This is an optimization exercise on Yosys and OpenROAD, whose aim is small area, a short achievable clock period and few clock cycles per item, not a production implementation. In this exercise RTL edits were held to simulation tests only and were not proved equivalent to the original. Power is estimated from default activity; no workload was simulated. No driver is modelled on the clock port, so clocking that relies on it looks cheaper here than on a real chip.

==> 12-17: inputs <==
// fft_computer
module fft_computer(
input        i_clk,
input        i_rst_n,
input        i_data_valid,
input [31:0] i_data,
output       o_data_ready,
output       o_data_valid,
output [31:0]o_data,
input        i_data_ready
);
Settings: LEC_CHECK=0, CAP_MARGIN=20, CORE_MARGIN=2, CORE_UTILIZATION=45, CTS_BUF_LIST=sky130_fd_sc_hd__clkbuf_16, CTS_CLUSTER_DIAMETER=80, CTS_CLUSTER_SIZE=36, SLEW_MARGIN=20, SYNTH_MEMORY_MAX_BITS=65536; clock period 10.0 ns.
standard.sh (not shown) runs the stock make flow with config.mk's settings and CLKGATE_MAP_FILE= SYNTH_SCRIPT=/design/flow/synth_recipe.tcl, a recipe that flattens the netlist after the stock synthesis.
==> flow/flow/run.sh <==
#!/bin/bash
# The standard layout (standard.sh) at the same clock period, with
# timing repair aimed at a setup slack of SETUP_SLACK_MARGIN ns instead of 0
# and the port buffers started as buf_2 (repair may resize them).
set -euo pipefail
bash standard.sh SETUP_SLACK_MARGIN=7.0 "BUFFER_PORTS_ARGS=-buffer_cell sky130_fd_sc_hd__buf_2" finish > make.log 2>&1
==> 02-20: changes against 12-17 <==
--- a/flow/config.mk
+++ b/flow/config.mk
@@ -8,5 +8,5 @@
 export CAP_MARGIN = 20
 export CORE_MARGIN = 2
-export CORE_UTILIZATION = 45
+export CORE_UTILIZATION = 60
 export CTS_BUF_LIST = sky130_fd_sc_hd__clkbuf_16
 export CTS_CLUSTER_DIAMETER = 80
==> summary of the runs <==
Between 02-20 and 12-17, the lower clock skew is in 12-17 (gap 1.5 ps).
Between 12-17 and 02-20, the lower register-to-register slack is in 12-17 (gap 60 ps).
Against 12-17, the design area of 02-20 is smaller by about 1.7%.
In 12-17 the total power is larger than in 02-20, by about 2%.
Count of clock-buffer cells in the layout: 12-17 is higher than 02-20 (6).
Against 12-17, the via count of 02-20 is smaller by 0.21%.
In 12-17 the worst hold slack is lower than in 02-20, by 18 ps.
Between 02-20 and 12-17, the lower global-route usage is in 12-17 (gap 4.1 points).
Core utilization: 12-17 is lower than 02-20 (15 points).
In flip-flop and latch count, 12-17 and 02-20 do not differ.
In critical path depth, 02-20 and 12-17 do not differ.
Testbench counts of 12-17, summed over its fixed seeds: cycles 8,224, items 4,096.
Testbench counts of 02-20, summed over its fixed seeds: cycles 8,224, items 4,096.

* * *

==> inputs of run a <==
Another version of the RTL of fft_computer (not shown whole).
export LEC_CHECK = 0
export CAP_MARGIN = 20
export CORE_MARGIN = 2
export CORE_UTILIZATION = 55
export CTS_BUF_LIST = sky130_fd_sc_hd__clkbuf_16
export CTS_CLUSTER_DIAMETER = 70
export CTS_CLUSTER_SIZE = 34
export SLEW_MARGIN = 20
export SYNTH_MEMORY_MAX_BITS = 65536
create_clock -name core_clock -period 10.0 [get_ports {i_clk}]
==> flow/flow/run.sh <==
#!/bin/bash
# The standard layout (standard.sh) at the same clock period, with:
# - timing repair aimed at a setup slack of SETUP_SLACK_MARGIN ns instead of 0,
# - port buffers started as buf_2 (repair may resize them),
# - clock tree synthesis without dummy load cells.
set -euo pipefail
CTS="-sink_clustering_enable -repair_clock_nets -sink_clustering_size 34 -sink_clustering_max_diameter 70 -buf_list sky130_fd_sc_hd__clkbuf_16 -dont_use_dummy_load"
bash standard.sh SETUP_SLACK_MARGIN=7.0 "BUFFER_PORTS_ARGS=-buffer_cell sky130_fd_sc_hd__buf_2" "CTS_ARGS=$CTS" finish > make.log 2>&1
==> run b: changes against run a <==
--- a/flow/flow/run.sh
+++ b/flow/flow/run.sh
@@ -6,3 +6,3 @@
 set -euo pipefail
 CTS="-sink_clustering_enable -repair_clock_nets -sink_clustering_size 34 -sink_clustering_max_diameter 70 -buf_list sky130_fd_sc_hd__clkbuf_16 -dont_use_dummy_load"
-bash standard.sh SETUP_SLACK_MARGIN=7.0 "BUFFER_PORTS_ARGS=-buffer_cell sky130_fd_sc_hd__buf_2" "CTS_ARGS=$CTS" finish > make.log 2>&1
+bash standard.sh SETUP_SLACK_MARGIN=7.15 "BUFFER_PORTS_ARGS=-buffer_cell sky130_fd_sc_hd__buf_2" "CTS_ARGS=$CTS" finish > make.log 2>&1
Settings changed: CORE_UTILIZATION 55 to 60.
==> run c: changes against run a <==
Settings changed: CORE_UTILIZATION 55 to 65.
==> run d: changes against run a <==
==> flow/flow/run.sh (replaced) <==
#!/bin/bash
# The standard layout (standard.sh) at the same clock period, with:
# - timing repair aimed at a setup slack of SETUP_SLACK_MARGIN ns instead of 0,
# - port buffers started as buf_2 (repair may resize them),
# - clock tree synthesis without dummy load cells.
set -euo pipefail
CTS="-sink_clustering_enable -repair_clock_nets -sink_clustering_size 32 -sink_clustering_max_diameter 70 -buf_list sky130_fd_sc_hd__clkbuf_16 -dont_use_dummy_load"
bash standard.sh SETUP_SLACK_MARGIN=7.0 "BUFFER_PORTS_ARGS=-buffer_cell sky130_fd_sc_hd__buf_2" "CTS_ARGS=$CTS" finish > make.log 2>&1
Settings changed: CORE_UTILIZATION 55 to 60, CTS_CLUSTER_SIZE 34 to 32.
==> summary.txt <==
Combinational power is about the same in run b and run c.
Between run c and run d, the lower setup slack is in run c (gap 0.0093 ns).
Between run d and run c, the lower non-clock buffer count is in run d (gap 28).
Against run b, the cell area of run c is higher by about 0.3%.
Between run a and run d, the lower clock-buffer cell count is in run d (gap 4).
In run d the via count is smaller than in run c, by 2.2%.
Between run a and run d, the lower fmax is in run a (gap 1.1%, measured against run d).
The lowest first-iteration DRC count belongs to run a, the highest to run c.
Register-to-register slack is about the same in run d and run a.
Against run a, the routed wire length of run d is lower by 4.3%.
==> figures <==
item	run b	run a	run d	run c
Signal buffers share of area	0.0280	0.0322	0.0270	0.0345
Critical Path Source	x[3]$_SDFF_PN0_	out_r[28]$_DFFE_PP_	out_r[31]$_DFFE_PP_	x[3]$_SDFF_PN0_
Combinational power	1150 uW	1100 uW	1030 uW	1120 uW
Critical path endpoint category	flop	output port	output port	flop
Maximum ir drop on the vdd rail	223 uV	211 uV	214 uV	212 uV
Count of instances resized after the clock tree is built	174	216	127	173
Top routing layer used	met4	met5	met4	met5
Worst-case setup margin in the final layout	6.66 ns	6.66 ns	6.69 ns	6.68 ns
Delay of the slowest critical-path stage	0.49 ns	0.49 ns	0.50 ns	0.54 ns
Pwr per Cell Area	276 nW/um^2	275 nW/um^2	275 nW/um^2	277 nW/um^2
Number of CTS-inserted buffers	76	83	79	76
Total routing resource utilization after global routing	0.186	0.174	0.179	0.223
Switching power	3480 uW	3440 uW	3380 uW	3590 uW
Fraction of power consumed by the clock network	0.224	0.233	0.228	0.227
Footprint of the multi-input gates	9770 um^2	9670 um^2	9540 um^2	9700 um^2
Number of nets in the layout	3862	3886	3859	3884
Mean number of vias per cell	4.55	4.52	4.57	4.75
Diode count	1	0	2	1
Internal power component	12400 uW	12500 uW	12400 uW	12400 uW
Met1 Use GR	0.266	0.242	0.262	0.294
Launch instance of the worst register-to-register path	x[3]$_SDFF_PN0_	x[12]$_SDFF_PN0_	x[11]$_SDFF_PN0_	x[3]$_SDFF_PN0_
Status	finished clean	finished clean	finished clean	finished clean
Testbench counts of run a, summed over its fixed seeds: cycles 8,224, items 4,096.
Testbench counts of run b, summed over its fixed seeds: cycles 8,224, items 4,096.
Testbench counts of run c, summed over its fixed seeds: cycles 8,224, items 4,096.
Testbench counts of run d, summed over its fixed seeds: cycles 8,224, items 4,096.

* * *

==> build 28: inputs <==
Starting RTL as in the previous note.
Settings: LEC_CHECK=0, CAP_MARGIN=20, CORE_MARGIN=2, CORE_UTILIZATION=60, CTS_BUF_LIST=sky130_fd_sc_hd__clkbuf_16, CTS_CLUSTER_DIAMETER=70, CTS_CLUSTER_SIZE=34, PLACE_DENSITY=0.72, SLEW_MARGIN=20, SYNTH_MEMORY_MAX_BITS=65536; clock period 10.0 ns.
==> flow/flow/run.sh <==
#!/bin/bash
# The standard layout (standard.sh) at the same clock period, with:
# - timing repair aimed at a setup slack of SETUP_SLACK_MARGIN ns instead of 0,
# - port buffers started as buf_2 (repair may resize them),
# - clock tree synthesis without dummy load cells.
set -euo pipefail
CTS="-sink_clustering_enable -repair_clock_nets -sink_clustering_size 34 -sink_clustering_max_diameter 70 -buf_list sky130_fd_sc_hd__clkbuf_16 -dont_use_dummy_load"
bash standard.sh SETUP_SLACK_MARGIN=7.0 "BUFFER_PORTS_ARGS=-buffer_cell sky130_fd_sc_hd__buf_2" "CTS_ARGS=$CTS" finish > make.log 2>&1
==> build 22 (differences from build 28) <==
--- a/flow/flow/run.sh
+++ b/flow/flow/run.sh
@@ -7,2 +7,2 @@
 CTS="-sink_clustering_enable -repair_clock_nets -sink_clustering_size 34 -sink_clustering_max_diameter 70 -buf_list sky130_fd_sc_hd__clkbuf_16 -dont_use_dummy_load"
-bash standard.sh SETUP_SLACK_MARGIN=7.0 "BUFFER_PORTS_ARGS=-buffer_cell sky130_fd_sc_hd__buf_2" "CTS_ARGS=$CTS" finish > make.log 2>&1
+bash standard.sh SETUP_SLACK_MARGIN=6.85 "BUFFER_PORTS_ARGS=-buffer_cell sky130_fd_sc_hd__buf_2" "CTS_ARGS=$CTS" finish > make.log 2>&1
- PLACE_DENSITY: 0.72 -> unset
==> build 83 (differences from build 28) <==
- PLACE_DENSITY: 0.72 -> unset
==> qor summary <==
                                                                                build 83                 build 22                 build 28
Net Sw Frac                                                                        0.213                    0.214                    0.217
Via count of the first global-routing pass                                         22.8k                    22.5k                    22.9k
Hold wc startpoint                                                  store.sr[52]$_DFF_P_   store.sr[1678]$_DFF_P_   store.sr[1702]$_DFF_P_
Power consumed by combinational cells                                            1.04 mW                  1.02 mW                  1.06 mW
Total area of sequential cells                                                 42000 um2                42000 um2                42000 um2
Metal1 wirelength                                                               37500 um                 38700 um                 40100 um
Count of nets after finishing                                                       3864                     3847                     3878
Number of logic stages on the critical path including buffering                        1                        9                        1
Routed via count                                                                   21.4k                    21.2k                    21.5k
R2r setup slk                                                                    6730 ps                  6710 ps                  6710 ps
Slowest stage cell on the critical path                                         edfxtp_1                     fa_1                 edfxtp_1
Pint                                                                             12.4 mW                  12.4 mW                  12.4 mW
End-of-flow core utilization                                                       0.666                    0.662                    0.667
CP startpoint                                                        out_r[31]$_DFFE_PP_         x[13]$_SDFF_PN0_      out_r[30]$_DFFE_PP_
Buffers inserted by post-CTS timing repair                                            78                       64                      102
Final non-filler cell total                                                         4670                     4654                     4687
Final critical-path setup slack                                                  6690 ps                  6710 ps                  6680 ps
# resized after CTS                                                                  164                      101                      144
Outcome                                                          complete, no violations  complete, no violations  complete, no violations
Met3 routing resource usage after global routing                                  0.0392                   0.0265                   0.0304
Min Hold Slack                                                                    280 ps                   249 ps                   258 ps
Testbench counts of build 28, summed over its fixed seeds: cycles 8,224, items 4,096.
Testbench counts of build 22, summed over its fixed seeds: cycles 8,224, items 4,096.
Testbench counts of build 83, summed over its fixed seeds: cycles 8,224, items 4,096.

[afterwards: timing with drivers on the ports]
The flow's constraints put no driver on any port. The routed layouts listed below were extracted and timed again, unchanged, in two steps.
Step 1 sets driving cells, clkbuf_16 on the clock port and buf_2 on the other inputs (assumed; they add their load-dependent delay and slew).
Step 2 also shifts input and output timing later by t, the mid clock arrival at the registers, as if the neighbouring blocks saw the same clock.
Slacks: ideal / step 1 / step 2; pairs: ideal / step 1.
run | shift t [ns] | setup slack, ns | hold WS [ns] | worst register clock-pin slew, ns
12-17 | 0.746 | 6.683 / 6.612 / 6.427 | 0.307 / 0.307 / 0.307 | 0.12 / 0.12
02-20 | 0.717 | 6.711 / 6.647 / 6.402 | 0.325 / 0.325 / 0.325 | 0.12 / 0.12
run a | 0.703 | 6.657 / 6.591 / 6.468 | 0.227 / 0.227 / 0.227 | 0.12 / 0.12
run b | 0.680 | 6.662 / 6.658 / 6.594 | 0.256 / 0.256 / 0.256 | 0.12 / 0.12
run c | 0.686 | 6.684 / 6.634 / 6.502 | 0.280 / 0.280 / 0.280 | 0.12 / 0.12
run d | 0.689 | 6.694 / 6.631 / 6.430 | 0.291 / 0.291 / 0.291 | 0.12 / 0.12
build 28 | 0.684 | 6.675 / 6.612 / 6.492 | 0.258 / 0.258 / 0.258 | 0.12 / 0.12
build 22 | 0.681 | 6.707 / 6.679 / 6.307 | 0.249 / 0.249 / 0.249 | 0.12 / 0.12
build 83 | 0.689 | 6.689 / 6.627 / 6.432 | 0.280 / 0.280 / 0.280 | 0.12 / 0.12
After both steps every run listed still meets setup and hold. For build 22, which loses most, drivers alone change the setup slack by -0.028 ns; drivers and shift together by -0.400 ns.
